What follows belongs to an exercise in optimizing a design on an open flow for small area, a short achievable clock period and few clock cycles; a production flow would make more cautious choices. Function was checked by simulation only, so behaviour that the tests miss may differ from the original. No activity file was given, so power comes from the tool's default toggle rates.

--- config.mk ---
export PLATFORM = sky130hd
export DESIGN_NAME = CHIP
export DESIGN_NICKNAME = CHIP
export VERILOG_FILES = /design/flow/design.v
export SDC_FILE = /design/flow/constraint.sdc
export NUM_CORES = 4
export LEC_CHECK = 0
export CAP_MARGIN = 20
export CORE_MARGIN = 2
export CORE_UTILIZATION = 40
export PLACE_DENSITY = 0.5
export SETUP_SLACK_MARGIN = 5.0
export SLEW_MARGIN = 20
export TNS_END_PERCENT = 5
--- design.v ---
module CHIP(clk,
            rst_n,
            mem_wen_D,
            mem_addr_D,
            mem_wdata_D,
            mem_rdata_D,
            mem_addr_I,
            mem_rdata_I
    );
    input         clk, rst_n ;
    output        mem_wen_D  ;
    output [31:0] mem_addr_D ;
    output [31:0] mem_wdata_D;
    input  [31:0] mem_rdata_D;
    output [31:0] mem_addr_I ;
    input  [31:0] mem_rdata_I;
    reg  [31:2] pc;
    reg         ex_valid, ex_replay;
    reg         ex_fa1, ex_fa2, ex_fb1, ex_fb2;    
    reg  [4:0]  ex_rd;
    reg         ex_wb, ex_inv, ex_imm_en, ex_ld, ex_st, ex_beq, ex_jalr, ex_mul, ex_xor, ex_slt, ex_lnk, ex_pred, ex_aui, ex_pcs;
    reg  [19:0] ex_imm;
    reg  [31:0] opA, opB;
    reg  [31:2] ex_pc;
    reg  [31:0] mS, mC;
    reg         mul_fin;
    reg         m_wb, m_ld, m_st;
    reg  [4:0]  m_rd;
    reg  [31:0] m_res, m_sdata;
    reg  [31:0] w_res;         
    reg  [31:0] rf [1:31];
    reg  [31:1] rfv;           
    wire [31:0] inst = mem_rdata_I;
    wire [4:0]  rs1 = inst[19:15];
    wire [4:0]  rs2 = inst[24:20];
    wire [4:0]  rd  = inst[11:7];
    wire i_opimm = ~inst[6] & ~inst[5] &  inst[4] & ~inst[2];
    wire i_op    = ~inst[6] &  inst[5] &  inst[4];
    wire i_load  = ~inst[6] & ~inst[5] & ~inst[4];
    wire i_store = ~inst[6] &  inst[5] & ~inst[4];
    wire i_auipc = ~inst[6] &  inst[4] &  inst[2];
    wire i_beq   =  inst[6] & ~inst[2];
    wire i_jalr  =  inst[6] &  inst[2] & ~inst[3];
    wire i_jal   =  inst[6] &  inst[3];
    wire i_slti  = i_opimm & inst[13];
    wire i_mul   = i_op & inst[25];
    wire i_xor   = i_op & inst[14];
    wire i_sub   = i_op & inst[30];
    wire [31:0] immI = {{20{inst[31]}}, inst[31:20]};
    wire [31:2] immJ  = {{12{inst[31]}}, inst[19:12], inst[20], inst[30:22]};
    wire [31:2] immB  = {{20{inst[31]}}, inst[7], inst[30:25], inst[11:9]};
    function [29:0] ks_add30;
        input [29:0] x, y;
        reg   [29:0] g, p, g2, p2;
        integer j, d;
        begin
            g = x & y;
            p = x ^ y;
            for (d = 1; d < 30; d = d * 2) begin
                g2 = g; p2 = p;
                for (j = d; j < 30; j = j + 1) begin
                    g2[j] = g[j] | (p[j] & g[j-d]);
                    p2[j] = p[j] & p[j-d];
                end
                g = g2; p = p2;
            end
            ks_add30 = (x ^ y) ^ {g[28:0], 1'b0};
        end
    endfunction
    function [29:0] inc30;
        input [29:0] x;
        integer j;
        begin
            inc30[0] = ~x[0];
            for (j = 1; j < 30; j = j + 1)
                inc30[j] = x[j] ^ (&(x | ~((30'd1 << j) - 30'd1)));
        end
    endfunction
    wire [31:2] pc4    = inc30(pc);
    wire [31:2] tgt_j  = ks_add30(pc, immJ);
    wire [31:2] tgt_b  = ks_add30(pc, immB);
    wire [31:2] tgt_if = inst[3] ? tgt_j : tgt_b;
    function [31:0] rf_init;
        input [4:0] a;
        begin
            case (a)
                5'd2:    rf_init = 32'h7fffeffc;
                5'd3:    rf_init = 32'h10008000;
                default: rf_init = 32'h0;
            endcase
        end
    endfunction
    wire [31:0] dec1 = 32'd1 << rs1;
    wire [31:0] dec2 = 32'd1 << rs2;
    wire [31:1] sel1 = dec1[31:1] & rfv;
    wire [31:1] sel2 = dec2[31:1] & rfv;
    reg  [31:0] rd1, rd2;
    integer k;
    always @(*) begin
        rd1 = ({32{dec1[2] & ~rfv[2]}} & rf_init(5'd2)) | ({32{dec1[3] & ~rfv[3]}} & rf_init(5'd3));
        rd2 = ({32{dec2[2] & ~rfv[2]}} & rf_init(5'd2)) | ({32{dec2[3] & ~rfv[3]}} & rf_init(5'd3));
        for (k = 1; k < 32; k = k + 1) begin
            rd1 = rd1 | ({32{sel1[k]}} & rf[k]);
            rd2 = rd2 | ({32{sel2[k]}} & rf[k]);
        end
    end
    wire [31:0] m_result = m_ld ? mem_rdata_D : m_res;
    wire [31:0] A = ex_fa1 ? m_res : ex_fa2 ? w_res : opA;
    wire [31:0] B = ex_fb1 ? m_res : ex_fb2 ? w_res : opB;
    wire        stall_ex = ex_valid & ex_mul & ~mul_fin;
    wire [31:0] immx    = ex_aui ? {ex_imm, 12'd0} :
                          ex_beq ? {{19{ex_imm[11]}}, ex_imm[11:0], 1'b0} :
                          ex_imm_en ? {{20{ex_imm[11]}}, ex_imm[11:0]} : B;
    wire [31:0] bop     = ex_inv ? ~immx : immx;
    wire [31:0] aop     = ex_pcs ? {ex_pc, 2'b00} : A;
    wire [31:2] ex_pc4  = ex_pc + 30'd1;
    wire [31:0] sum     = aop + bop + {31'd0, ex_inv};
    wire        slt     = (A[31] == bop[31]) ? A[31] : sum[31];
    wire [31:0] ex_res  = ex_xor ? (A ^ B) :
                          ex_slt ? {31'd0, slt} :
                          ex_lnk ? {ex_pc4, 2'b00} : sum;
    wire        e_we    = ex_valid & ex_wb;           
    wire        taken   = (A == B);
    wire        redirect = ex_replay | (ex_valid & (ex_jalr | (ex_beq & (taken != ex_pred))));
    wire [31:2] redir_pc = ex_replay ? ex_pc : (ex_beq & ex_pred) ? ex_pc4 : sum[31:2];
    assign mem_addr_I  = {pc, 2'b00};
    assign mem_addr_D  = m_res;
    assign mem_wdata_D = m_sdata;
    assign mem_wen_D   = m_st;
    wire        f1e = e_we && (ex_rd == rs1);
    wire        f2e = e_we && (ex_rd == rs2);
    wire        f1m = m_wb && (m_rd == rs1);
    wire        f2m = m_wb && (m_rd == rs2);
    wire        hazard = ex_ld & (f1e | f2e);
    wire        pred_b  = i_jal | (i_beq & (inst[31] | (rs1 == rs2)));
    wire        pred    = pred_b;
    wire [31:2] pred_pc = tgt_if;
    function [63:0] csa;    
        input [31:0] a, b, c;
        reg   [31:0] s, q;
        begin
            s = a ^ b ^ c;
            q = (a & b) | (a & c) | (b & c);
            csa = {q[30:0], 1'b0, s};
        end
    endfunction
    wire [31:0] pp0 = B[0] ? A               : 32'd0;
    wire [31:0] pp1 = B[1] ? {A[30:0], 1'b0} : 32'd0;
    wire [31:0] pp2 = B[2] ? {A[29:0], 2'b0} : 32'd0;
    wire [31:0] pp3 = B[3] ? {A[28:0], 3'b0} : 32'd0;
    wire [63:0] l1a = csa(mS, mC, pp0);
    wire [63:0] l1b = csa(pp1, pp2, pp3);
    wire [63:0] l2  = csa(l1a[31:0], l1a[63:32], l1b[31:0]);
    wire [63:0] l3  = csa(l2[31:0], l2[63:32], l1b[63:32]);
    wire        mul_last = (B[31:4] == 28'd0);
    always @(posedge clk or negedge rst_n) begin
        if (!rst_n) begin
            pc       <= 30'h00100000;
            ex_valid <= 1'b0;
            ex_replay <= 1'b0;
            mul_fin  <= 1'b0;
            m_wb     <= 1'b0;
            m_st     <= 1'b0;
            rfv      <= 31'd0;
        end else begin
            mul_fin <= stall_ex & mul_last;
            if (m_wb) rfv[m_rd] <= 1'b1;
            if (redirect)        pc <= redir_pc;
            else if (!stall_ex)  pc <= pred ? pred_pc : pc4;
            if (!stall_ex) begin
                ex_valid  <= ~redirect & ~hazard;
                ex_replay <= ~redirect & hazard;
            end
            m_wb <= e_we & ~stall_ex;
            m_st <= ex_valid & ex_st & ~stall_ex;
        end
    end
    always @(posedge clk) begin
        if (m_wb) rf[m_rd] <= m_result;
        m_ld    <= ex_ld;
        m_rd    <= ex_rd;
        m_res   <= ex_res;
        m_sdata <= B;
        w_res   <= m_result;
        ex_pc   <= pc;
        ex_imm  <= i_auipc ? inst[31:12] :
                   {8'd0, i_store ? {inst[31:25], inst[11:7]} :
                          i_beq   ? {inst[31], inst[7], inst[30:25], inst[11:8]} : inst[31:20]};
        if (stall_ex) begin
            mS <= mul_last ? 32'd0 : l3[31:0];
            mC <= mul_last ? 32'd0 : l3[63:32];
            opA <= mul_last ? l3[31:0]  : {A[27:0], 4'd0};
            opB <= mul_last ? l3[63:32] : {4'd0, B[31:4]};
            ex_fa1 <= 1'b0;
            ex_fa2 <= 1'b0;
            ex_fb1 <= 1'b0;
            ex_fb2 <= 1'b0;
        end else begin
            mS <= 32'd0;
            mC <= 32'd0;
            opA <= rd1;
            opB <= rd2;
            ex_fa1 <= f1e;
            ex_fa2 <= f1m;
            ex_fb1 <= f2e;
            ex_fb2 <= f2m;
            ex_rd     <= rd;
            ex_wb     <= ~(i_store | i_beq) & (rd != 5'd0);
            ex_inv    <= i_sub | i_slti;
            ex_imm_en <= ~i_op & ~i_beq;
            ex_ld     <= i_load;
            ex_st     <= i_store;
            ex_beq    <= i_beq;
            ex_jalr   <= i_jalr;
            ex_mul    <= i_mul;
            ex_xor    <= i_xor;
            ex_slt    <= i_slti;
            ex_lnk    <= i_jal | i_jalr;
            ex_aui    <= i_auipc;
            ex_pcs    <= i_auipc | i_beq;
            ex_pred   <= pred;
        end
    end
endmodule
--- flow/run.sh ---
#!/bin/bash
set -euo pipefail
bash standard.sh 'BUFFER_PORTS_ARGS=-buffer_cell sky130_fd_sc_hd__buf_2' SETUP_SLACK_MARGIN=6.2 finish > standard.log 2>&1
--- constraint.sdc ---
create_clock -name core_clock -period 10.0 [get_ports {clk}]
set_input_delay 2.0000 -clock core_clock [delete_from_list [all_inputs] [get_ports {clk}]]
set_output_delay 2.0000 -clock core_clock [all_outputs]
set_load 0.01 [all_outputs]
--- standard.sh ---
#!/bin/bash
# synth_recipe.tcl (not shown) runs the flow's synth.tcl, then flattens the netlist and writes it again
# the make line also repeats each setting of config.mk as NAME=value (left out here)
make -C /OpenROAD-flow-scripts/flow DESIGN_CONFIG=/design/flow/config.mk WORK_HOME=/design/flow/orfs CLKGATE_MAP_FILE= SYNTH_SCRIPT=/design/flow/synth_recipe.tcl "${@:-finish}"
==> results of run 1 <==
sequential cells by signal, summed over array words and instances (netlist names), 20 cells and up:
register	count
m_res	32
opB	32
m_sdata	32
pc	30
opA	32
mS	32
ex_imm	20
ex_pc	30
rf	992
mC	29
w_res	32
rfv	31
worst max-delay path, cell delays in order:
cell,delay (ns)
sky130_fd_sc_hd__buf_2,0.36
sky130_fd_sc_hd__nand2_1,0.09
sky130_fd_sc_hd__nor2_1,0.53
sky130_fd_sc_hd__and3_2,0.59
sky130_fd_sc_hd__buf_6,0.58
sky130_fd_sc_hd__a222oi_1,0.18
sky130_fd_sc_hd__nand4_1,0.15
sky130_fd_sc_hd__nor3_1,0.07
sky130_fd_sc_hd__a21oi_1,0.51
sky130_fd_sc_hd__a31o_2,0.18
final cells by class:
class	instances	area (um^2)
antenna	10	25.0
clock buffer	191	4000
clock inverter	69	591
fill	15100	87900
inverter	190	716
multi-input combinational	3567	27700
sequential	1358	37600
tap	2189	2740
timing repair buffer	444	3500
cells in the final DEF (no fill, tap or decap), drive strengths merged, types with 27 or more instances in the layout:
cell type,Yosys,final
ha,98,98
clkinv,3,55
nor3,79,79
mux2i,96,96
o21ai,186,186
and3,152,152
dfrtp,65,65
nand2,321,321
a22o,311,311
a221oi,298,298
a21o,40,40
nand4,147,147
nand3,109,109
clkbuf,366,199
dfxtp,281,281
a31oi,27,27
fa,117,117
mux2,68,68
nor2,336,337
edfxtp,1011,1011
buf,61,435
inv,187,191
xnor2,106,106
a222oi,66,66
a22oi,314,314
xor2,96,96
a21oi,238,238
nand2b,32,32
nor4,54,54
power groups by stage:
| stage | clock network, mW | registers, mW | logic (mW) |
|---|---|---|---|
| detailed placement | 0 | 8.15 | 7.49 |
| global route | 5.55 | 8.12 | 9.10 |
| finish | 5.36 | 8.08 | 8.67 |
| floorplan | 0 | 7.89 | 4.35 |
| global placement | 0 | 8.14 | 7.47 |
| CTS | 5.36 | 8.05 | 8.08 |
logic make-up (layout without fill, tap and decap cells):
| group | Yosys count | count (layout) | share of synthesized area |
|---|---|---|---|
| compound gates | 1660 | 1660 | 0.187 |
| flops | 1358 | 1358 | 0.568 |
| simple gates | 1322 | 1324 | 0.0980 |
| buf+inv | 617 | 894 | 0.0366 |
| fa+ha+maj | 215 | 215 | 0.0539 |
| xor+xnor | 202 | 202 | 0.0267 |
| mux | 164 | 164 | 0.0294 |
| other cells | 1 | 12 | 0.0000566 |
per-layer routing:
layer  global-route usage  vias to the layer above  wire (um)
met3                0.133                     1584      46400
li1                     -                    22000          -
met5              0.00170                        -        189
met2                0.583                     5071     144000
met4                0.261                       22      30100
met1                0.464                    28200     117000
synth_stat cells, types with 35 or more instances:
cell type	count	share of area
sky130_fd_sc_hd__dfxtp_1	281	0.085
sky130_fd_sc_hd__inv_1	186	0.011
sky130_fd_sc_hd__buf_1	35	0.0020
sky130_fd_sc_hd__mux2_2	54	0.0092
sky130_fd_sc_hd__nor2_1	336	0.019
sky130_fd_sc_hd__xnor2_1	106	0.014
sky130_fd_sc_hd__nand4_1	147	0.014
sky130_fd_sc_hd__nand2_1	320	0.018
sky130_fd_sc_hd__nor3_1	79	0.0060
sky130_fd_sc_hd__a22o_1	311	0.041
sky130_fd_sc_hd__a222oi_1	66	0.010
sky130_fd_sc_hd__a21o_1	40	0.0045
sky130_fd_sc_hd__nand3_1	109	0.0082
sky130_fd_sc_hd__and3_1	152	0.014
sky130_fd_sc_hd__o21ai_0	157	0.012
sky130_fd_sc_hd__xor2_1	96	0.013
sky130_fd_sc_hd__nor4_1	53	0.0050
sky130_fd_sc_hd__dfrtp_1	65	0.025
sky130_fd_sc_hd__a221oi_1	298	0.039
sky130_fd_sc_hd__mux2i_1	69	0.010
sky130_fd_sc_hd__a21oi_1	238	0.018
sky130_fd_sc_hd__ha_1	98	0.019
sky130_fd_sc_hd__fa_1	117	0.035
sky130_fd_sc_hd__edfxtp_1	1011	0.46
sky130_fd_sc_hd__a22oi_1	314	0.036
sky130_fd_sc_hd__clkbuf_1	366	0.021
worst max path at each step:
stage	endpoint	cells past startpoint	startpoint	slack (ns)
2_1_floorplan	pc[20]	13	mem_rdata_I[22]	5.71
3_3_place_gp	opA[24]	11	ex_fa1	4.41
3_5_place_dp	opA[0]	10	mem_rdata_I[18]	4.43
4_1_cts	m_res[27]	20	ex_fb2	5.64
5_1_grt	pc[28]	22	ex_fb2	5.49
6_report	opA[0]	10	mem_rdata_I[15]	5.39
repair_timing:
item | in CTS | in global routing
pin swaps | 51 | 34
gates resized for setup | 172 | 84
cloned | 4 | 6
buffers inserted | 60 | 26
endpoints found under the setup margin | 199 | 157
through the flow:
| stage | std cells | setup WS, ns | instance area, um^2 | total power, mW | util |
|---|---|---|---|---|---|
| 5_1_grt | 8008 | 5.49 | 76900 | 22.8 | 0.467 |
| 3_5_place_dp | 7651 | 4.43 | 70100 | 15.6 | 0.425 |
| 6_report | 8018 | 5.39 | 76900 | 22.1 | 0.467 |
| 3_3_place_gp | 7650 | 4.41 | 70100 | 15.6 | 0.425 |
| 2_1_floorplan | 5540 | 5.71 | 66400 | 12.2 | - |
| 4_1_cts | 7975 | 5.64 | 76200 | 21.5 | 0.462 |
==> key figures, run 1 <==
Clocking
  • Sinks on the clock net: 1358
  • CTS Buf Count: 145
  • CTS HTree Levels: 4
  • Clock slew at reported path FFs: 0.06 ns
  • Root buffer cell: sky130_fd_sc_hd__clkbuf_16
  • Clock tree from TritonCTS: done
  • Buffer levels on the longest clock path: 3
  • Clock insertion delay at the later pin of the skew report: 0.80 ns
  • Hold bufs inserted after CTS: 0

Critical path
  • Worst flop-to-flop path endpoint: m_res[21]
  • Internal reg-to-reg setup slack: 5.56 ns
  • Worst reg-to-reg path cell count: 21
  • Largest fanout on the critical path: 26
  • Reg-to-reg startpoint: ex_fb2
  • WP data required: 10.72 ns
  • Type of element capturing the critical path: flip-flop
  • Data arrival time of the critical path: 5.33 ns
  • Startpoint kind of the worst setup timing path: input port
  • Setup CP Type: input port to flip-flop

Layout
  • Net count, final: 5987
  • Proportion of layout cells with a drive suffix above 1: 0.174
  • Area growth from synthesis to final layout: 16.1%

Drt
  • DR iter-0 viols: 11300
  • First-pass detailed-route iteration total: 12
  • Routed wire per std cell: 42.2 um
  • Total wirelength of the detailed-routed design: 338000 um
  • Post-detailed-route DRC marker count: 0
  • Post-detailed-route via-to-cell ratio: 7.11
  • Via count of the routed design: 57000
  • Post-route ant nets: 0

STA
  • Worst setup skew after layout: 0.0373 ns
  • Count of endpoints failing setup in the final report: 0
  • Max-slew violation count: 0
  • Time the final worst path needs with I/O delays and setup: 4.61 ns
  • Hold WS: 0.457 ns
  • Headroom to the max-slew limit: 0.213
  • Highest attainable clock frequency: 0.217 GHz
  • Number of failing hold endpoints at the final stage: 0
  • RSZ-0062 raised after global routing: yes
  • Final cycle utilization of the critical path: 0.461
  • Transition time at the pin with the least slew margin: 1.18 ns
  • Total negative setup slack: 0 ns

Power
  • Switch Pwr: 8.86 mW
  • Switching part of the total: 0.401
  • Pwr dens: 287 mW/mm^2
  • Share of total power in combinational logic: 0.392
  • Pint: 13.2 mW
  • Worst vdd ir: 0.000308 V
  • Sequential share of power: 0.365
  • Leakage power: 28.0 nW
  • Clk network pwr share: 0.242

Logic synthesis
  • Flip-flop and latch count after synthesis: 1358
  • Count of synthesis-stage warnings from yosys: 1
  • Synthesized instance count: 5539
  • Post-synth cell types: 95
  • Share of synthesized area occupied by flip-flops and latches: 0.568
  • Avg Synthesized Cell Area: 12.0 um^2
  • Main flop type after synthesis: sky130_fd_sc_hd__edfxtp_1
  • Number of flops mapped to enable cells by yosys: 1011
  • Fraction of registers with async set/reset: 0.0486
  • Post-synthesis instance area: 0.0663 mm^2

Min path
  • Hold_sp: ex_ld
  • Hold Crit Depth: 0
  • Hold endpoint: m_ld
  • Class of the tightest hold or removal check: flip-flop to flip-flop

Die
  • Number of top-level design ports: 163
  • Effective utilization at floorplan: 0.402
  • Die outline area: 0.169 mm^2
  • Total core area: 0.165 mm^2
  • Die width: 411 um
  • Number of rows in the core area: 149
  • Die extent in y: 411 um

Place
  • DP HPWL: 195000 um
  • GP Congestion: 0.972
  • Count of port buffers added during placement: 158

Global routing
  • Maximum number of pins on one net before global-route repair: 113
  • GRT Util Overall: 0.386
  • Via count of the first global-routing pass: 53100
  • Global-route wire length before repair: 448000 um
  • Remaining global-route overflow: 0
  • Antenna violations before repair: 25

Status
  • Result of the run: timing/DRC/antenna clean

Job
  • Number of violations of the max-capacitance limit: 0
Testbench counts, summed over its fixed seeds: cycles 39,055.
==> run 2, diff against run 1 <==
--- a/config.mk
+++ b/config.mk
@@ -10,2 +10,3 @@
 export CORE_UTILIZATION = 40
+export CTS_BUF_LIST = sky130_fd_sc_hd__clkbuf_8
 export PLACE_DENSITY = 0.5
==> key figures, run 2 <==
Clocking
  • Sinks on the clock net: 1358 (unchanged)
  • Root buffer cell: sky130_fd_sc_hd__clkbuf_8
  • CTS Buf Count: 218 (+50%)
  • Buffer levels on the longest clock path: 3 (unchanged)
  • Hold bufs inserted after CTS: 0 (unchanged)
  • Clock insertion delay at the later pin of the skew report: 1.01 ns (+0.21 ns)
  • CTS HTree Levels: 4 (unchanged)
  • Clock tree from TritonCTS: done
  • Clock slew at reported path FFs: 0.07 ns (about the same)

Drt
  • Routed wire per std cell: 41.5 um (-1.6%)
  • Total wirelength of the detailed-routed design: 339000 um (+0.35%)
  • Via count of the routed design: 57300 (+0.64%)
  • Post-route ant nets: 0 (unchanged)
  • Post-detailed-route via-to-cell ratio: 7.01 (-1.3%)
  • DR iter-0 viols: 10800 (-5.0%)
  • First-pass detailed-route iteration total: 10 (-2)
  • Post-detailed-route DRC marker count: 0 (unchanged)

Global routing
  • Via count of the first global-routing pass: 54000 (+1.8%)
  • GRT Util Overall: 0.390 (+0.00408)
  • Remaining global-route overflow: 0 (unchanged)
  • Maximum number of pins on one net before global-route repair: 113 (unchanged)
  • Antenna violations before repair: 26 (+4.0%)
  • Global-route wire length before repair: 453000 um (+1.1%)

STA
  • Time the final worst path needs with I/O delays and setup: 4.61 ns (+0.00433 ns)
  • Worst setup skew after layout: 0.0673 ns (+0.0300 ns)
  • Headroom to the max-slew limit: 0.159 (-0.0532)
  • Highest attainable clock frequency: 0.217 GHz (about the same)
  • Final cycle utilization of the critical path: 0.461 (about the same)
  • Transition time at the pin with the least slew margin: 1.25 ns (+0.0702 ns)
  • RSZ-0062 raised after global routing: yes
  • Total negative setup slack: 0 ns (unchanged)
  • Max-slew violation count: 0 (unchanged)
  • Number of failing hold endpoints at the final stage: 0 (unchanged)
  • Count of endpoints failing setup in the final report: 0 (unchanged)
  • Final Worst Setup Slack: 5.39 ns (-0.00433 ns)

Critical path
  • Launch point of the worst path: mem_rdata_I[23]
  • WP data required: 10.94 ns (+0.22 ns)
  • Startpoint kind of the worst setup timing path: input port
  • Largest fanout on the critical path: 19 (-27%)
  • Worst reg-to-reg path cell count: 11 (-48%)
  • Type of element capturing the critical path: flip-flop
  • Setup CP Type: input port to flip-flop
  • Data arrival time of the critical path: 5.56 ns (+0.23 ns)
  • Reg-to-reg startpoint: ex_fa1
  • Worst flop-to-flop path endpoint: opA[12]
  • Internal reg-to-reg setup slack: 5.50 ns (-0.06 ns)
  • Critical path capture point: opB[11]

Status
  • Result of the run: timing/DRC/antenna clean

Place
  • Count of port buffers added during placement: 158 (unchanged)
  • GP Congestion: 0.972 (unchanged)
  • Pre-CTS setup slack: 4.43 ns (unchanged)
  • DP HPWL: 195000 um (unchanged)

Logic synthesis
  • Main combinational cell family by area after synthesis: compound AO/OA/AOI/OAI gates
  • Simple-gate portion of the synthesized area: 0.0980 (unchanged)
  • Xor and xnor area share after synthesis: 0.0267 (unchanged)
  • Post-synthesis instance area: 0.0663 mm^2 (unchanged)
  • Area share of the largest cell type after synthesis: 0.458 (unchanged)
  • Main flop type after synthesis: sky130_fd_sc_hd__edfxtp_1
  • Synth cell count leaders: sky130_fd_sc_hd__edfxtp_1, sky130_fd_sc_hd__clkbuf_1, sky130_fd_sc_hd__nor2_1, sky130_fd_sc_hd__nand2_1, sky130_fd_sc_hd__a22oi_1
  • Synth Area in Compound Gates: 0.187 (unchanged)
  • Post-synth cell types: 95 (unchanged)
  • Fraction of registers with async set/reset: 0.0486 (unchanged)
  • Synthesized instance count: 5539 (unchanged)
  • Avg Synthesized Cell Area: 12.0 um^2 (unchanged)
  • Leading cell type by number of instances after synthesis: sky130_fd_sc_hd__edfxtp_1
  • Multiplexer share of the synthesized area: 0.0294 (unchanged)
  • Synthesized-area fraction occupied by adder cells: 0.0539 (unchanged)
  • Flip-flop and latch count after synthesis: 1358 (unchanged)
  • Area contributors post-synth: sky130_fd_sc_hd__edfxtp_1, sky130_fd_sc_hd__dfxtp_1, sky130_fd_sc_hd__a22o_1
  • Count of synthesis-stage warnings from yosys: 1 (unchanged)
  • Share of synthesized area occupied by flip-flops and latches: 0.568 (unchanged)
  • Number of flops mapped to enable cells by yosys: 1011 (unchanged)
  • Most area-hungry cell type in the Yosys netlist: sky130_fd_sc_hd__edfxtp_1

Min path
  • Class of the tightest hold or removal check: flip-flop to flip-flop

Power
  • Worst vdd ir: 0.000300 V (-2.7%)
  • Pwr dens: 281 mW/mm^2 (-2.1%)
  • PnR Total Power: 21.6 mW (-2.5%)
  • Leakage power: 28.4 nW (+1.3%)

Die
  • Die width: 411 um (unchanged)
  • Die outline area: 0.169 mm^2 (unchanged)
  • Number of rows in the core area: 149 (unchanged)
  • Total core area: 0.165 mm^2 (unchanged)
  • Number of top-level design ports: 163 (unchanged)
  • Effective utilization at floorplan: 0.402 (unchanged)
  • Die extent in y: 411 um (unchanged)

Layout
  • Proportion of layout cells with a drive suffix above 1: 0.182 (+0.00779)
  • Register with the most flip-flops: rf
  • Fill cells: 15100 (+0.52%)
  • Area growth from synthesis to final layout: 15.7%
  • Area taken by multi-input logic gates: 0.0275 mm^2 (-0.79%)
  • Flip-flop count of the largest register, all copies and words added: 992 (unchanged)
  • Register cell area after layout: 0.0376 mm^2 (unchanged)
  • Net count, final: 6074 (+1.5%)
  • Leading cell types in the layout, fill and taps excluded: sky130_fd_sc_hd__edfxtp_1, sky130_fd_sc_hd__nand2_1, sky130_fd_sc_hd__a22oi_1
  • Most common cell after layout, fill and taps aside: sky130_fd_sc_hd__edfxtp_1

Job
  • Number of violations of the max-capacitance limit: 0 (unchanged)
-- run 2: cell count changes in the layout (fill, tap and decap cells not counted), moves of 5 or more --
cell and delta:
sky130_fd_sc_hd__buf_12 +5, sky130_fd_sc_hd__buf_4 +9, sky130_fd_sc_hd__buf_6 -7, sky130_fd_sc_hd__bufbuf_16 +5, sky130_fd_sc_hd__clkbuf_1 -30, sky130_fd_sc_hd__clkbuf_16 -153, sky130_fd_sc_hd__clkbuf_8 +241, sky130_fd_sc_hd__clkinv_1 +6
sky130_fd_sc_hd__clkinv_8 -5, sky130_fd_sc_hd__inv_1 +79, sky130_fd_sc_hd__nor3_1 +5
-- run 2: timing repair --
action,4_1_cts,5_1_grt
endpoints found under the setup margin,206,160
pin swaps,43,24
cloned,11,2
buffers inserted,83,15
hold endpoints to repair,0,0
resized for setup,155,81
-- run 2: layout make-up --
class                   instances  share of cell area
diodes                         12            0.000392
clock buffers                 254              0.0456
clock inverters               150              0.0110
inverters                     190             0.00933
multi-input cells            3569               0.359
flip-flops and latches       1358               0.491
well taps                    2189              0.0357
repair buffers                456              0.0483
-- run 2: metal layers --
metal,vias up,share of wire,global-route usage
li1,22300,-,-
met1,28400,0.35,0.462
met2,5042,0.43,0.585
met3,1645,0.14,0.146
met4,30,0.087,0.270
met5,-,0.00086,0.000848
-- run 2: logic make-up (layout without fill, tap and decap cells) --
family | count (synthesis) | in the layout
XOR/XNOR | 202 | 202
other | 1 | 14
adder cells (fa/ha/maj) | 215 | 215
AO/OA/AOI/OAI | 1660 | 1660
multiplexers | 164 | 164
AND/OR/NAND/NOR | 1322 | 1326
flip-flops | 1358 | 1358
buffers and inverters | 617 | 1050
-- run 2: how the worst min path moves through the flow --
stage,start,depth (start not counted),endpoint
floorplan,ex_ld,0,m_ld
detailed placement,ex_rd[0],0,m_rd[0]
CTS,ex_ld,0,m_ld
global placement,ex_ld,0,m_ld
global route,ex_ld,0,m_ld
finish,ex_ld,0,m_ld
-- run 2: worst max-delay path, cell delays in order --
cell and delay, ns:
sky130_fd_sc_hd__buf_2 0.27, sky130_fd_sc_hd__inv_4 0.09, sky130_fd_sc_hd__nor2_1 0.55, sky130_fd_sc_hd__and3_2 0.99, sky130_fd_sc_hd__buf_4 0.67, sky130_fd_sc_hd__a22o_1 0.25, sky130_fd_sc_hd__a221oi_1 0.06, sky130_fd_sc_hd__nand4_1 0.16
sky130_fd_sc_hd__nor4_2 0.08, sky130_fd_sc_hd__buf_4 0.26, sky130_fd_sc_hd__a21oi_1 0.12
-- run 2: power breakdown --
group / leakage [nW] / internal, mW / switching (mW)
Combinational: 13.5 / 2.94 / 5.66
Sequential: 12.4 / 7.33 / 0.753
Clock: 2.53 / 2.49 / 2.39
Total: 28.4 / 12.8 / 8.80
-- run 2: metrics by stage --
step                      utilization  std cells  hold slack, ns  cell area, um^2
after floorplan                     -       5540           0.341            66400
after global placement          0.425       7650           0.433            70100
after detailed placement        0.425       7651           0.435            70100
after global routing            0.465       8169           0.457            76700
after CTS                       0.462       8149           0.451            76200
final                           0.465       8178           0.445            76700
==> run 3, diff against run 2 <==
--- a/design.v
+++ b/design.v
@@ -18,6 +18,7 @@
     reg         ex_valid, ex_replay;
-    reg         ex_fa1, ex_fa2, ex_fb1, ex_fb2;    
+    reg         fa_m, fa_w, fa_r, fb_m, fb_w, fb_r;
+    reg         sa_m, sa_w, sa_r, sa_p, sb_m, sb_w, sb_r, sb_i;
     reg  [4:0]  ex_rd;
-    reg         ex_wb, ex_inv, ex_imm_en, ex_ld, ex_st, ex_beq, ex_jalr, ex_mul, ex_xor, ex_slt, ex_lnk, ex_pred, ex_aui, ex_pcs;
-    reg  [19:0] ex_imm;
+    reg         ex_wb, ex_sub, ex_cin, ex_ld, ex_st, ex_beq, ex_jalr, ex_mul, ex_xor, ex_slt, ex_lnk, ex_pred;
+    reg  [31:0] ex_immv;       
     reg  [31:0] opA, opB;
@@ -51,2 +52,21 @@
     wire [31:2] immB  = {{20{inst[31]}}, inst[7], inst[30:25], inst[11:9]};
+    function [31:0] ks_add32;
+        input [31:0] x, y;
+        input        c;
+        reg   [32:0] g, p, g2, p2;
+        integer j, d;
+        begin
+            g = {x & y, c};
+            p = {x ^ y, 1'b0};
+            for (d = 1; d < 33; d = d * 2) begin
+                g2 = g; p2 = p;
+                for (j = d; j < 33; j = j + 1) begin
+                    g2[j] = g[j] | (p[j] & g[j-d]);
+                    p2[j] = p[j] & p[j-d];
+                end
+                g = g2; p = p2;
+            end
+            ks_add32 = (x ^ y) ^ g[31:0];
+        end
+    endfunction
     function [29:0] ks_add30;
@@ -107,12 +127,11 @@
     wire [31:0] m_result = m_ld ? mem_rdata_D : m_res;
-    wire [31:0] A = ex_fa1 ? m_res : ex_fa2 ? w_res : opA;
-    wire [31:0] B = ex_fb1 ? m_res : ex_fb2 ? w_res : opB;
+    wire [31:0] A = ({32{fa_m}} & m_res) | ({32{fa_w}} & w_res) | ({32{fa_r}} & opA);
+    wire [31:0] B = ({32{fb_m}} & m_res) | ({32{fb_w}} & w_res) | ({32{fb_r}} & opB);
     wire        stall_ex = ex_valid & ex_mul & ~mul_fin;
-    wire [31:0] immx    = ex_aui ? {ex_imm, 12'd0} :
-                          ex_beq ? {{19{ex_imm[11]}}, ex_imm[11:0], 1'b0} :
-                          ex_imm_en ? {{20{ex_imm[11]}}, ex_imm[11:0]} : B;
-    wire [31:0] bop     = ex_inv ? ~immx : immx;
-    wire [31:0] aop     = ex_pcs ? {ex_pc, 2'b00} : A;
+    wire [31:0] aop     = ({32{sa_m}} & m_res) | ({32{sa_w}} & w_res) | ({32{sa_r}} & opA) |
+                          ({32{sa_p}} & {ex_pc, 2'b00});
+    wire [31:0] bop     = (({32{sb_m}} & m_res) | ({32{sb_w}} & w_res) | ({32{sb_r}} & opB) |
+                           ({32{sb_i}} & ex_immv)) ^ {32{ex_sub}};
     wire [31:2] ex_pc4  = ex_pc + 30'd1;
-    wire [31:0] sum     = aop + bop + {31'd0, ex_inv};
+    wire [31:0] sum     = ks_add32(aop, bop, ex_cin);
     wire        slt     = (A[31] == bop[31]) ? A[31] : sum[31];
@@ -134,2 +153,4 @@
     wire        hazard = ex_ld & (f1e | f2e);
+    wire        pcs_if = i_auipc | i_beq;    
+    wire        imm_if = ~i_op;              
     wire        pred_b  = i_jal | (i_beq & (inst[31] | (rs1 == rs2)));
@@ -185,5 +206,6 @@
         ex_pc   <= pc;
-        ex_imm  <= i_auipc ? inst[31:12] :
-                   {8'd0, i_store ? {inst[31:25], inst[11:7]} :
-                          i_beq   ? {inst[31], inst[7], inst[30:25], inst[11:8]} : inst[31:20]};
+        ex_immv <= i_auipc ? {inst[31:12], 12'd0} :
+                   i_store ? {{20{inst[31]}}, inst[31:25], inst[11:7]} :
+                   i_beq   ? {{19{inst[31]}}, inst[31], inst[7], inst[30:25], inst[11:8], 1'b0} :
+                   i_slti  ? ~immI : immI;
         if (stall_ex) begin
@@ -193,6 +215,6 @@
             opB <= mul_last ? l3[63:32] : {4'd0, B[31:4]};
-            ex_fa1 <= 1'b0;
-            ex_fa2 <= 1'b0;
-            ex_fb1 <= 1'b0;
-            ex_fb2 <= 1'b0;
+            {fa_m, fa_w, fa_r} <= 3'b001;
+            {fb_m, fb_w, fb_r} <= 3'b001;
+            {sa_m, sa_w, sa_r, sa_p} <= 4'b0010;
+            {sb_m, sb_w, sb_r, sb_i} <= 4'b0010;
         end else begin
@@ -202,10 +224,10 @@
             opB <= rd2;
-            ex_fa1 <= f1e;
-            ex_fa2 <= f1m;
-            ex_fb1 <= f2e;
-            ex_fb2 <= f2m;
+            {fa_m, fa_w, fa_r} <= {f1e, ~f1e & f1m, ~f1e & ~f1m};
+            {fb_m, fb_w, fb_r} <= {f2e, ~f2e & f2m, ~f2e & ~f2m};
+            {sa_m, sa_w, sa_r, sa_p} <= {f1e & ~pcs_if, ~f1e & f1m & ~pcs_if, ~f1e & ~f1m & ~pcs_if, pcs_if};
+            {sb_m, sb_w, sb_r, sb_i} <= {f2e & ~imm_if, ~f2e & f2m & ~imm_if, ~f2e & ~f2m & ~imm_if, imm_if};
             ex_rd     <= rd;
             ex_wb     <= ~(i_store | i_beq) & (rd != 5'd0);
-            ex_inv    <= i_sub | i_slti;
-            ex_imm_en <= ~i_op & ~i_beq;
+            ex_sub    <= i_sub;
+            ex_cin    <= i_sub | i_slti;
             ex_ld     <= i_load;
@@ -218,4 +240,2 @@
             ex_lnk    <= i_jal | i_jalr;
-            ex_aui    <= i_auipc;
-            ex_pcs    <= i_auipc | i_beq;
             ex_pred   <= pred;
--- a/config.mk
+++ b/config.mk
@@ -10,3 +10,2 @@
 export CORE_UTILIZATION = 40
-export CTS_BUF_LIST = sky130_fd_sc_hd__clkbuf_8
 export PLACE_DENSITY = 0.5
==> key figures, run 3 <==
Status
  • Result of the run: timing/DRC/antenna clean

Logic synthesis
  • Area contributors post-synth: sky130_fd_sc_hd__edfxtp_1, sky130_fd_sc_hd__dfxtp_1, sky130_fd_sc_hd__a22o_1
  • Post-synthesis instance area: 0.0659 mm^2 (-0.47%)
  • Leading cell type by number of instances after synthesis: sky130_fd_sc_hd__edfxtp_1
  • Most area-hungry cell type in the Yosys netlist: sky130_fd_sc_hd__edfxtp_1
  • Area share of the largest cell type after synthesis: 0.459 (+0.00126)
  • Count of synthesis-stage warnings from yosys: 1 (unchanged)
  • Main flop type after synthesis: sky130_fd_sc_hd__edfxtp_1
  • Fraction of registers with async set/reset: 0.0479 (-0.000705)
  • Number of flops mapped to enable cells by yosys: 1009 (-0.20%)
  • Avg Synthesized Cell Area: 12.2 um^2 (+1.9%)
  • Flip-flop and latch count after synthesis: 1378 (+1.5%)
  • Share of synthesized area occupied by flip-flops and latches: 0.576 (+0.00846)
  • Synthesized instance count: 5408 (-2.4%)
  • Synth cell count leaders: sky130_fd_sc_hd__edfxtp_1, sky130_fd_sc_hd__clkbuf_1, sky130_fd_sc_hd__a22o_1, sky130_fd_sc_hd__a221oi_1, sky130_fd_sc_hd__a22oi_1
  • Post-synth cell types: 85 (-11%)

Drt
  • Routed wire per std cell: 44.6 um (+7.4%)
  • Post-detailed-route DRC marker count: 0 (unchanged)
  • Post-detailed-route via-to-cell ratio: 7.28 (+3.8%)
  • Total wirelength of the detailed-routed design: 354000 um (+4.3%)
  • First-pass detailed-route iteration total: 10 (unchanged)
  • Via count of the routed design: 57800 (+0.82%)
  • Post-route ant nets: 0 (unchanged)
  • DR iter-0 viols: 12100 (+12%)

Critical path
  • Worst flop-to-flop path endpoint: pc[17]
  • Worst reg-to-reg path cell count: 15 (+4)
  • Largest fanout on the critical path: 25 (+6)
  • Reg-to-reg startpoint: fb_w
  • Data arrival time of the critical path: 5.07 ns (-0.49 ns)
  • Critical path capture point: opA[21]
  • Setup CP Type: input port to flip-flop
  • Launch point of the worst path: mem_rdata_I[17]
  • Startpoint kind of the worst setup timing path: input port
  • WP data required: 10.68 ns (-0.26 ns)
  • Internal reg-to-reg setup slack: 5.72 ns (+0.22 ns)
  • Type of element capturing the critical path: flip-flop

Power
  • Leakage power: 28.6 nW (+0.68%)
  • Pwr dens: 290 mW/mm^2 (+3.2%)
  • Worst vdd ir: 0.000261 V (-13%)

Layout
  • Finished Cell Area: 0.0774 mm^2 (+0.95%)
  • Core occupancy in the finished layout: 0.471 (+0.00549)
  • Leading cell types in the layout, fill and taps excluded: sky130_fd_sc_hd__edfxtp_1, sky130_fd_sc_hd__a22o_1, sky130_fd_sc_hd__a22oi_1
  • Net count, final: 5897 (-2.9%)
  • Proportion of layout cells with a drive suffix above 1: 0.181 (-0.000630)
  • Area growth from synthesis to final layout: 17.4%
  • Flip-flop count of the largest register, all copies and words added: 992 (unchanged)
  • Most common cell after layout, fill and taps aside: sky130_fd_sc_hd__edfxtp_1
  • Register with the most flip-flops: rf

Clocking
  • CTS Buf Count: 150 (-31%)
  • Sinks on the clock net: 1378 (+1.5%)
  • Hold bufs inserted after CTS: 0 (unchanged)
  • Root buffer cell: sky130_fd_sc_hd__clkbuf_16
  • Buffer levels on the longest clock path: 3 (unchanged)
  • Clock slew at reported path FFs: 0.06 ns (about the same)
  • Clock insertion delay at the later pin of the skew report: 0.81 ns (-0.20 ns)
  • Clock tree from TritonCTS: done
  • CTS HTree Levels: 4 (unchanged)

Die
  • Die width: 410 um (-0.23%)
  • Effective utilization at floorplan: 0.401 (-0.000991)
  • Total core area: 0.164 mm^2 (-0.23%)
  • Die outline area: 0.168 mm^2 (-0.47%)
  • Number of top-level design ports: 163 (unchanged)
  • Number of rows in the core area: 149 (unchanged)
  • Die extent in y: 410 um (-0.23%)

STA
  • Hold WS: 0.376 ns (-0.0685 ns)
  • Final Worst Setup Slack: 5.60 ns (+0.218 ns)
  • Transition time at the pin with the least slew margin: 1.20 ns (-0.0528 ns)
  • Max-slew violation count: 0 (unchanged)
  • Highest attainable clock frequency: 0.228 GHz (+5.0%)
  • Final cycle utilization of the critical path: 0.440 (-0.0218)
  • Total negative setup slack: 0 ns (unchanged)
  • Headroom to the max-slew limit: 0.201 (+0.0416)
  • Worst setup skew after layout: 0.0393 ns (-0.0281 ns)
  • Count of endpoints failing setup in the final report: 0 (unchanged)
  • RSZ-0062 raised after global routing: yes
  • Time the final worst path needs with I/O delays and setup: 4.40 ns (-0.218 ns)
  • Number of failing hold endpoints at the final stage: 0 (unchanged)

Place
  • Post-detailed-placement cell area: 0.0699 mm^2 (-0.33%)
  • Pre-CTS setup slack: 4.39 ns (-0.0347 ns)
  • DP HPWL: 205000 um (+5.1%)
  • Count of port buffers added during placement: 158 (unchanged)
  • GP Congestion: 1.04 (+7.0%)

Global routing
  • GRT Max-Usage Layer: met2
  • Global-route wire length before repair: 467000 um (+3.2%)
  • GRT Util Overall: 0.407 (+0.0172)
  • Maximum number of pins on one net before global-route repair: 142 (+26%)
  • Antenna violations before repair: 22 (-15%)
  • Met2 track demand over resource: 0.598 (+0.0124)
  • Via count of the first global-routing pass: 53500 (-0.93%)
  • Met3 Resource Use GR: 0.160 (+0.0145)
  • Remaining global-route overflow: 0 (unchanged)
  • GR met1 Demand/Resource: 0.495 (+0.0323)

Min path
  • Class of the tightest hold or removal check: flip-flop to flip-flop

Job
  • Number of violations of the max-capacitance limit: 0 (unchanged)
[run 3: cell count changes in the layout (fill, tap and decap cells not counted), sizes merged, moves of 34 or more]
cell	previous run	this run
a21oi	238	144
a221oi	298	332
a222oi	66	157
a22o	311	352
clkbuf	258	204
inv	274	222
mux2	68	34
mux2i	96	29
nand2	321	273
nor2	337	282
o21ai	186	137
[run 3: metrics by stage]
step                      instances  power [mW]
after floorplan                5409        12.0
after global placement         7526        15.6
after detailed placement       7538        15.6
after CTS                      7877        21.7
after global routing           7928        23.0
final                          7941        22.5
[run 3: kinds of logic after synthesis]
logic type,share of synthesized area
AOI/OAI and AO/OA,0.205
xor gates and xnor gates,0.0279
adders and majority gates,0.0548
buffers and inverters,0.0379
DFF,0.576
muxes,0.0102
other,0.0000569
and+or+nand+nor,0.0877
[run 3: critical path: stages]
cell                       delay (ns)
sky130_fd_sc_hd__buf_2           0.21
sky130_fd_sc_hd__nor2_1          0.54
sky130_fd_sc_hd__nand2_1         0.53
sky130_fd_sc_hd__nor2_4          0.45
sky130_fd_sc_hd__buf_6           0.52
sky130_fd_sc_hd__a222oi_1        0.38
sky130_fd_sc_hd__a32oi_1         0.40
[run 3: routing by layer]
metal  routed length [um]  vias to the layer above
met5                  238                        -
met4                31000                       22
met3                51400                     1561
met2               148000                     5402
met1               123000                    28900
li1                     -                    22000
[run 3: what timing repair did]
action	in CTS	in global routing
setup endpoints to repair	182	219
cloned	6	4
endpoints found under the hold margin	0	0
gates resized for setup	211	140
pin swaps	47	49
buffers inserted	56	44
[run 3: how the worst min path moves through the flow]
stage,from,end,cells past startpoint
floorplan,ex_ld,m_ld,0
global placement,ex_ld,m_ld,0
detailed placement,ex_ld,m_ld,0
CTS,ex_ld,m_ld,0
global route,ex_ld,m_ld,0
finish,ex_ld,m_ld,0
[run 3: area by class of cell]
type,instances,area [um^2]
clock buffers,196,4170
repair buffers,479,3780
inverters,220,836
clock inverters,81,845
diodes,14,35.0
well taps,2189,2740
multi-input cells,3384,27000
fillers,15000,87000
flip-flops and latches,1378,38000
[run 3: power breakdown]
part | internal [mW] | total, mW | switching (mW)
Clock | 3.25 | 5.73 | 2.48
Combinational | 2.68 | 8.19 | 5.51
Sequential | 7.41 | 8.54 | 1.13
Testbench counts of run 3, summed over its fixed seeds: cycles 39,055.
==> run 4, diff against run 3 <==
--- a/design.v
+++ b/design.v
@@ -142,3 +142,3 @@
     wire        taken   = (A == B);
-    wire        redirect = ex_replay | (ex_valid & (ex_jalr | (ex_beq & (taken != ex_pred))));
+    wire        redirect = ex_replay | (ex_valid & ((ex_jalr & ~ex_pred) | (ex_beq & (taken != ex_pred))));
     wire [31:2] redir_pc = ex_replay ? ex_pc : (ex_beq & ex_pred) ? ex_pc4 : sum[31:2];
@@ -156,4 +156,7 @@
     wire        pred_b  = i_jal | (i_beq & (inst[31] | (rs1 == rs2)));
-    wire        pred    = pred_b;
-    wire [31:2] pred_pc = tgt_if;
+    wire        ret_ok  = i_jalr & (rs1 == 5'd1) & (inst[31:20] == 12'd0) &
+                          ~(e_we && ex_rd == 5'd1) & ~(m_wb && m_rd == 5'd1);
+    wire [31:2] x1v     = rfv[1] ? rf[1][31:2] : 30'd0;
+    wire        pred    = pred_b | ret_ok;
+    wire [31:2] pred_pc = ret_ok ? x1v : tgt_if;
     function [63:0] csa;    
==> key figures, run 4 <==
Die
  • Die width: 412 um (+0.44%)
  • Total core area: 0.165 mm^2 (+0.34%)
  • Die outline area: 0.170 mm^2 (+0.88%)
  • Effective utilization at floorplan: 0.403 (+0.00218)
  • Die extent in y: 412 um (+0.44%)
  • Number of rows in the core area: 149 (unchanged)
  • Number of top-level design ports: 163 (unchanged)

Critical path
  • Launch point of the worst path: mem_rdata_I[19]
  • Reg-to-reg startpoint: fb_m
  • Worst reg-to-reg path cell count: 19 (+4)
  • WP data required: 10.69 ns (about the same)
  • Data arrival time of the critical path: 5.11 ns (+0.04 ns)
  • Startpoint kind of the worst setup timing path: input port
  • Largest fanout on the critical path: 14 (-44%)
  • Worst flop-to-flop path endpoint: opA[9]
  • Internal reg-to-reg setup slack: 5.64 ns (-0.08 ns)
  • Type of element capturing the critical path: flip-flop
  • Setup CP Type: input port to flip-flop

Logic synthesis
  • Leading cell type by number of instances after synthesis: sky130_fd_sc_hd__edfxtp_1
  • Synth cell count leaders: sky130_fd_sc_hd__edfxtp_1, sky130_fd_sc_hd__clkbuf_1, sky130_fd_sc_hd__a22oi_1, sky130_fd_sc_hd__nor2_1, sky130_fd_sc_hd__dfxtp_1
  • Main combinational cell family by area after synthesis: compound AO/OA/AOI/OAI gates
  • Count of synthesis-stage warnings from yosys: 1 (unchanged)
  • Main flop type after synthesis: sky130_fd_sc_hd__edfxtp_1
  • Xor and xnor area share after synthesis: 0.0288 (+0.000940)
  • Avg Synthesized Cell Area: 12.0 um^2 (-1.7%)
  • Synthesized-area fraction occupied by adder cells: 0.0538 (-0.00101)
  • Number of flops mapped to enable cells by yosys: 1009 (unchanged)
  • Fraction of registers with async set/reset: 0.0479 (unchanged)
  • Most area-hungry cell type in the Yosys netlist: sky130_fd_sc_hd__edfxtp_1
  • Area contributors post-synth: sky130_fd_sc_hd__edfxtp_1, sky130_fd_sc_hd__dfxtp_1, sky130_fd_sc_hd__a22oi_1
  • Simple-gate portion of the synthesized area: 0.0906 (+0.00292)
  • Post-synthesis instance area: 0.0665 mm^2 (+0.89%)
  • Area share of the largest cell type after synthesis: 0.455 (-0.00403)
  • Multiplexer share of the synthesized area: 0.00891 (-0.00129)
  • Post-synth cell types: 78 (-8.2%)
  • Synth Area in Compound Gates: 0.209 (+0.00380)
  • Share of synthesized area occupied by flip-flops and latches: 0.571 (-0.00506)
  • Flip-flop and latch count after synthesis: 1378 (unchanged)
  • Synthesized instance count: 5548 (+2.6%)

Layout
  • Flip-flop count of the largest register, all copies and words added: 992 (unchanged)
  • Proportion of layout cells with a drive suffix above 1: 0.183 (+0.00175)
  • Most common cell after layout, fill and taps aside: sky130_fd_sc_hd__edfxtp_1
  • Area growth from synthesis to final layout: 17.9%
  • Register cell area after layout: 0.0381 mm^2 (about the same)
  • Core occupancy in the finished layout: 0.476 (+0.00474)
  • Leading cell types in the layout, fill and taps excluded: sky130_fd_sc_hd__edfxtp_1, sky130_fd_sc_hd__a22oi_1, sky130_fd_sc_hd__a22o_1
  • Net count, final: 6070 (+2.9%)
  • Fill cells: 14900 (-0.32%)
  • Area taken by multi-input logic gates: 0.0275 mm^2 (+1.9%)
  • Register with the most flip-flops: rf

Clocking
  • Clock tree from TritonCTS: done
  • Sinks on the clock net: 1378 (unchanged)
  • CTS Buf Count: 149 (-0.67%)
  • Hold bufs inserted after CTS: 0 (unchanged)
  • Root buffer cell: sky130_fd_sc_hd__clkbuf_16
  • Clock insertion delay at the later pin of the skew report: 0.83 ns (+0.02 ns)
  • CTS HTree Levels: 4 (unchanged)
  • Buffer levels on the longest clock path: 3 (unchanged)
  • Clock slew at reported path FFs: 0.06 ns (about the same)

Drt
  • Total wirelength of the detailed-routed design: 369000 um (+4.1%)
  • Post-detailed-route via-to-cell ratio: 7.41 (+1.8%)
  • First-pass detailed-route iteration total: 13 (+3)
  • Via count of the routed design: 60200 (+4.2%)
  • Post-route ant nets: 0 (unchanged)
  • Routed wire per std cell: 45.4 um (+1.8%)
  • Post-detailed-route DRC marker count: 0 (unchanged)
  • DR iter-0 viols: 13000 (+7.4%)

Min path
  • Class of the tightest hold or removal check: flip-flop to flip-flop
  • Hold_sp: ex_ld
  • Hold Crit Depth: 0 (unchanged)
  • Hold endpoint: m_ld

Power
  • Worst vdd ir: 0.000175 V (-33%)
  • Leakage power: 28.6 nW (+0.29%)
  • Pwr dens: 290 mW/mm^2 (about the same)
  • PnR Total Power: 22.7 mW (+1.3%)

Global routing
  • Remaining global-route overflow: 0 (unchanged)
  • Global-route wire length before repair: 488000 um (+4.3%)
  • Antenna violations before repair: 27 (+23%)
  • Via count of the first global-routing pass: 56000 (+4.6%)
  • Maximum number of pins on one net before global-route repair: 77 (-46%)
  • GRT Util Overall: 0.422 (+0.0146)

STA
  • Worst setup skew after layout: 0.0345 ns (-0.00473 ns)
  • Count of endpoints failing setup in the final report: 0 (unchanged)
  • Time the final worst path needs with I/O delays and setup: 4.42 ns (+0.0256 ns)
  • Total negative setup slack: 0 ns (unchanged)
  • Highest attainable clock frequency: 0.226 GHz (-0.58%)
  • Number of failing hold endpoints at the final stage: 0 (unchanged)
  • Transition time at the pin with the least slew margin: 1.40 ns (+0.198 ns)
  • Headroom to the max-slew limit: 0.0691 (-0.132)
  • RSZ-0062 raised after global routing: yes
  • Final cycle utilization of the critical path: 0.442 (+0.00256)
  • Final Worst Setup Slack: 5.58 ns (-0.0256 ns)
  • Max-slew violation count: 0 (unchanged)

Job
  • Number of violations of the max-capacitance limit: 0 (unchanged)

Place
  • GP Congestion: 0.983 (-5.5%)
  • DP HPWL: 224000 um (+9.4%)
  • Pre-CTS setup slack: 4.08 ns (-0.316 ns)
  • Count of port buffers added during placement: 158 (unchanged)

Status
  • Result of the run: timing/DRC/antenna clean
-- run 4: changes by cell type after synthesis, sizes merged, moves of 35 or more --
cell    delta
a22o      -50
nand3     -36
clkbuf    +35
a21oi     +78
a22oi     +46
nor2      +54
-- run 4: kinds of logic (layout without fill, tap and decap cells) --
kind of cell / after synthesis / count (layout)
buffers and inverters: 662 / 1024
other: 1 / 22
adders and majority gates: 216 / 216
DFF: 1378 / 1378
xor gates and xnor gates: 219 / 219
and+or+nand+nor: 1218 / 1219
muxes: 55 / 55
AOI/OAI and AO/OA: 1799 / 1800
-- run 4: worst max path at each step --
stage	to	slack, ns	cells after the start
4_1_cts	pc[31]	5.71	16
3_3_place_gp	m_res[0]	4.12	14
5_1_grt	pc[31]	5.66	16
6_report	opA[25]	5.58	11
3_5_place_dp	m_res[0]	4.08	14
2_1_floorplan	pc[30]	5.41	13
-- run 4: per-stage QoR --
stage	hold WS, ns	instance area [um^2]	instances
floorplan	0.348	66700	5549
global placement	0.364	70700	7691
detailed placement	0.368	70800	7694
CTS	0.382	77300	8055
global route	0.404	78400	8104
finish	0.384	78500	8122
-- run 4: layer usage --
| metal | wire length [um] | up-vias | GRT usage |
|---|---|---|---|
| li1 | - | 22500 | - |
| met1 | 126000 | 30000 | 0.507 |
| met2 | 155000 | 5881 | 0.622 |
| met3 | 54100 | 1773 | 0.160 |
| met4 | 33600 | 24 | 0.293 |
| met5 | 279 | - | 0.00989 |
-- run 4: timing repair --
item / in CTS / in global routing
cloned: 7 / 4
setup endpoints to repair: 198 / 172
gates resized for setup: 188 / 180
pin swaps: 41 / 49
buffers inserted: 78 / 41
-- run 4: where the power goes --
group / total [mW] / switching, mW / internal, mW
registers: 8.55 / 1.12 / 7.42
clock network: 5.76 / 2.52 / 3.24
logic: 8.43 / 5.59 / 2.85
total: 22.7 / 9.23 / 13.5
-- run 4: worst max-delay path: stages --
cell,delay [ns]
sky130_fd_sc_hd__buf_4,0.24
sky130_fd_sc_hd__nor2b_2,0.31
sky130_fd_sc_hd__and2_1,0.21
sky130_fd_sc_hd__and3_2,0.53
sky130_fd_sc_hd__buf_6,0.37
sky130_fd_sc_hd__buf_4,0.46
sky130_fd_sc_hd__a22o_1,0.21
sky130_fd_sc_hd__a221oi_1,0.05
sky130_fd_sc_hd__nand4_1,0.16
sky130_fd_sc_hd__nor3_2,0.08
sky130_fd_sc_hd__a31oi_2,0.40
-- run 4: final cells by class --
cell class / count / share of cell area
Inverter: 215 / 0.0105
Tap cell: 2189 / 0.0349
Antenna cell: 20 / 0.000638
Sequential cell: 1378 / 0.485
Timing Repair Buffer: 533 / 0.0554
Clock buffer: 189 / 0.0506
Multi-Input combinational cell: 3511 / 0.350
Clock inverter: 87 / 0.0128
Testbench counts of run 4, summed over its fixed seeds: cycles 38,303.
==> run 5, diff against run 4 <==
--- a/config.mk
+++ b/config.mk
@@ -13,2 +13,2 @@
 export SLEW_MARGIN = 20
-export TNS_END_PERCENT = 5
+export TNS_END_PERCENT = 25
==> key figures, run 5 <==
Critical path
  • Internal reg-to-reg setup slack: 5.67 ns (+0.03 ns)
  • Largest fanout on the critical path: 23 (+9)
  • Worst flop-to-flop path endpoint: opA[13]
  • Type of element capturing the critical path: flip-flop
  • Reg-to-reg startpoint: fb_r
  • Startpoint kind of the worst setup timing path: input port
  • Data arrival time of the critical path: 5.06 ns (-0.05 ns)
  • Setup CP Type: input port to flip-flop
  • WP data required: 10.63 ns (-0.06 ns)
  • Worst reg-to-reg path cell count: 15 (-4)

STA
  • Highest attainable clock frequency: 0.226 GHz (about the same)
  • Final Worst Setup Slack: 5.58 ns (-0.00301 ns)
  • Headroom to the max-slew limit: 0.182 (+0.113)
  • Final cycle utilization of the critical path: 0.442 (about the same)
  • Hold WS: 0.388 ns (+0.00388 ns)
  • Total negative setup slack: 0 ns (unchanged)
  • Worst setup skew after layout: 0.0362 ns (+0.00168 ns)
  • Number of failing hold endpoints at the final stage: 0 (unchanged)
  • Count of endpoints failing setup in the final report: 0 (unchanged)
  • Transition time at the pin with the least slew margin: 1.23 ns (-0.169 ns)
  • Max-slew violation count: 0 (unchanged)
  • Time the final worst path needs with I/O delays and setup: 4.42 ns (+0.00301 ns)
  • RSZ-0062 raised after global routing: yes

Clocking
  • Clock tree from TritonCTS: done
  • CTS HTree Levels: 4 (unchanged)
  • Buffer levels on the longest clock path: 3 (unchanged)
  • Sinks on the clock net: 1378 (unchanged)
  • Clock insertion delay at the later pin of the skew report: 0.81 ns (-0.02 ns)
  • CTS Buf Count: 149 (unchanged)
  • Root buffer cell: sky130_fd_sc_hd__clkbuf_16
  • Hold bufs inserted after CTS: 0 (unchanged)
  • Clock slew at reported path FFs: 0.06 ns (about the same)

Job
  • Number of violations of the max-capacitance limit: 0 (unchanged)

Logic synthesis
  • Synth cell count leaders: sky130_fd_sc_hd__edfxtp_1, sky130_fd_sc_hd__clkbuf_1, sky130_fd_sc_hd__a22oi_1, sky130_fd_sc_hd__nor2_1, sky130_fd_sc_hd__dfxtp_1
  • Synthesized instance count: 5548 (unchanged)
  • Avg Synthesized Cell Area: 12.0 um^2 (unchanged)
  • Main flop type after synthesis: sky130_fd_sc_hd__edfxtp_1
  • Post-synth cell types: 78 (unchanged)
  • Share of synthesized area occupied by flip-flops and latches: 0.571 (unchanged)
  • Number of flops mapped to enable cells by yosys: 1009 (unchanged)
  • Most area-hungry cell type in the Yosys netlist: sky130_fd_sc_hd__edfxtp_1
  • Fraction of registers with async set/reset: 0.0479 (unchanged)
  • Area contributors post-synth: sky130_fd_sc_hd__edfxtp_1, sky130_fd_sc_hd__dfxtp_1, sky130_fd_sc_hd__a22oi_1
  • Post-synthesis instance area: 0.0665 mm^2 (unchanged)
  • Leading cell type by number of instances after synthesis: sky130_fd_sc_hd__edfxtp_1
  • Count of synthesis-stage warnings from yosys: 1 (unchanged)
  • Flip-flop and latch count after synthesis: 1378 (unchanged)
  • Area share of the largest cell type after synthesis: 0.455 (unchanged)

Power
  • Switching part of the total: 0.405 (-0.000801)
  • Worst vdd ir: 0.000191 V (+9.0%)
  • Leakage power: 29.8 nW (+4.1%)
  • Sequential share of power: 0.366 (-0.010)
  • Pwr dens: 287 mW/mm^2 (-0.91%)
  • Switch Pwr: 9.47 mW (+2.6%)
  • Clk network pwr share: 0.240 (-0.013)
  • Pint: 13.9 mW (+3.0%)
  • Share of total power in combinational logic: 0.394 (+0.023)

Min path
  • Hold Crit Depth: 0 (unchanged)
  • Class of the tightest hold or removal check: flip-flop to flip-flop
  • Hold endpoint: m_ld
  • Hold_sp: ex_ld

Place
  • Count of port buffers added during placement: 158 (unchanged)
  • Pre-CTS setup slack: 4.36 ns (+0.281 ns)
  • GP Congestion: 0.972 (-1.1%)
  • DP HPWL: 219000 um (-2.3%)
  • Post-detailed-placement cell area: 0.0709 mm^2 (+0.20%)

Die
  • Die extent in y: 412 um (unchanged)
  • Effective utilization at floorplan: 0.403 (unchanged)
  • Total core area: 0.165 mm^2 (unchanged)
  • Number of top-level design ports: 163 (unchanged)
  • Number of rows in the core area: 149 (unchanged)
  • Die width: 412 um (unchanged)
  • Die outline area: 0.170 mm^2 (unchanged)

Layout
  • Flip-flop count of the largest register, all copies and words added: 992 (unchanged)
  • Area growth from synthesis to final layout: 22.4%
  • Finished Cell Area: 0.0814 mm^2 (+3.8%)
  • Fill cells: 14600 (-1.9%)
  • Proportion of layout cells with a drive suffix above 1: 0.225 (+0.0422)
  • Net count, final: 6203 (+2.2%)
  • Register with the most flip-flops: rf
  • Most common cell after layout, fill and taps aside: sky130_fd_sc_hd__edfxtp_1
  • Leading cell types in the layout, fill and taps excluded: sky130_fd_sc_hd__edfxtp_1, sky130_fd_sc_hd__buf_4, sky130_fd_sc_hd__a22oi_1
  • Core occupancy in the finished layout: 0.493 (+0.0179)

Drt
  • Via count of the routed design: 61000 (+1.3%)
  • First-pass detailed-route iteration total: 13 (unchanged)
  • Post-route ant nets: 0 (unchanged)
  • Routed wire per std cell: 45.6 um (+0.59%)
  • Total wirelength of the detailed-routed design: 377000 um (+2.3%)
  • DR iter-0 viols: 13200 (+2.2%)
  • Post-detailed-route via-to-cell ratio: 7.38 (-0.37%)
  • Post-detailed-route DRC marker count: 0 (unchanged)

Global routing
  • GRT Util Overall: 0.420 (-0.00117)
  • Antenna violations before repair: 23 (-15%)
  • Via count of the first global-routing pass: 56100 (+0.26%)
  • Global-route wire length before repair: 485000 um (-0.59%)
  • Remaining global-route overflow: 0 (unchanged)
  • Maximum number of pins on one net before global-route repair: 82 (+6.5%)

Status
  • Result of the run: timing/DRC/antenna clean
-- run 5: cell counts after synthesis --
Identical to the previous run, type by type.
-- run 5: worst max-delay path by stage --
stage | end | slack [ns] | cells past startpoint | from
after floorplan | pc[30] | 5.41 | 13 | mem_rdata_I[23]
after global placement | opB[18] | 4.40 | 10 | mem_rdata_I[23]
after detailed placement | opB[2] | 4.36 | 11 | mem_rdata_I[20]
after CTS | rfv[2] | 5.82 | 10 | m_rd[3]
after global routing | opA[19] | 5.68 | 21 | fb_r
final | opA[14] | 5.58 | 10 | mem_rdata_I[18]
-- run 5: layer usage --
metal  routed length, um  GRT usage  vias to the layer above
li1                    -          -                    22900
met1              125000      0.492                    30100
met2              156000      0.616                     6151
met3               58100      0.171                     1848
met4               36900      0.314                       26
met5                 475     0.0122                        -
-- run 5: logic make-up (layout without fill, tap and decap cells) --
kind of cell | count (synthesis) | count (layout) | synth area share
AOI/OAI and AO/OA | 1799 | 1799 | 0.209
DFF | 1378 | 1378 | 0.571
and+or+nand+nor | 1218 | 1220 | 0.0906
buffers and inverters | 662 | 1154 | 0.0376
xor gates and xnor gates | 219 | 219 | 0.0288
adders and majority gates | 216 | 216 | 0.0538
muxes | 55 | 55 | 0.00891
other | 1 | 29 | 0.0000564
-- run 5: repair_timing --
action	4_1_cts	5_1_grt
gates cloned	13	19
resized for setup	337	306
buffers inserted	120	128
pin swaps	106	126
endpoints found under the setup margin	139	159
-- run 5: stage by stage --
step / power, mW / std cells
final: 23.4 / 8259
after global routing: 23.9 / 8233
after CTS: 22.6 / 8083
after detailed placement: 16.1 / 7677
after global placement: 16.1 / 7676
after floorplan: 12.4 / 5549
-- run 5: area by class of cell --
type                            count  area, um^2  share of cell area
Timing Repair Buffer              666        6350              0.0781
Clock inverter                     71         642             0.00788
Inverter                          215         826              0.0101
Sequential cell                  1378       38100               0.467
Tap cell                         2189        2740              0.0336
Clock buffer                      202        4200              0.0516
Multi-Input combinational cell   3511       28500               0.350
Antenna cell                       27        67.6            0.000830
-- run 5: worst max-delay path: stages --
cell	delay, ns
sky130_fd_sc_hd__buf_4	0.26
sky130_fd_sc_hd__nor2b_1	0.38
sky130_fd_sc_hd__and2_1	0.25
sky130_fd_sc_hd__and3_2	0.70
sky130_fd_sc_hd__buf_6	0.52
sky130_fd_sc_hd__a22o_1	0.24
sky130_fd_sc_hd__a221oi_1	0.06
sky130_fd_sc_hd__nand4_1	0.13
sky130_fd_sc_hd__nor3_1	0.08
sky130_fd_sc_hd__a31oi_1	0.38
-- run 5: power groups by stage --
| stage | clock network, mW | registers [mW] | logic [mW] |
|---|---|---|---|
| 2_1_floorplan | 0 | 8.06 | 4.33 |
| 3_3_place_gp | 0 | 8.55 | 7.52 |
| 3_5_place_dp | 0 | 8.55 | 7.52 |
| 4_1_cts | 5.60 | 8.46 | 8.53 |
| 5_1_grt | 5.82 | 8.54 | 9.58 |
| 6_report | 5.62 | 8.55 | 9.21 |

==> what the ideal ports hide <==
How much do the figures lean on ideal ports? The routed layouts below were timed once more, with nothing changed but the port constraints.
Step 1 (the two cells are an assumption about what drives the block):
set clk [get_ports {clk}]
set_driving_cell -lib_cell sky130_fd_sc_hd__clkbuf_16 $clk
set_driving_cell -lib_cell sky130_fd_sc_hd__buf_2 [delete_from_list [all_inputs] $clk]
Step 2 also shifts input and output timing later by t, the mid clock arrival at the registers, as if the neighbouring blocks saw the same clock.
Slacks: ideal ports / drivers / drivers and shift; pairs: ideal ports / drivers.
run	t (ns)	setup slack, ns	worst hold slack (ns)	worst setup path at the end	worst slew at a driven data input, ns
run 1	0.860	5.391 / 5.453 / 4.593	0.457 / 0.457 / 0.457	input to register	0.09
run 2	1.050	5.387 / 5.438 / 4.387	0.445 / 0.445 / 0.445	input to register	0.09
run 3	0.879	5.605 / 5.673 / 4.794	0.376 / 0.376 / 0.376	input to register	0.08
run 4	0.901	5.579 / 5.642 / 4.743	0.384 / 0.384 / 0.384	input to register	0.08
run 5	0.882	5.576 / 5.634 / 4.752	0.388 / 0.388 / 0.388	input to register	0.10
After both steps setup and hold are still met in every run listed. The setup slack of run 2, which loses most, moves by +0.051 ns with the drivers and by -1.000 ns with both steps.
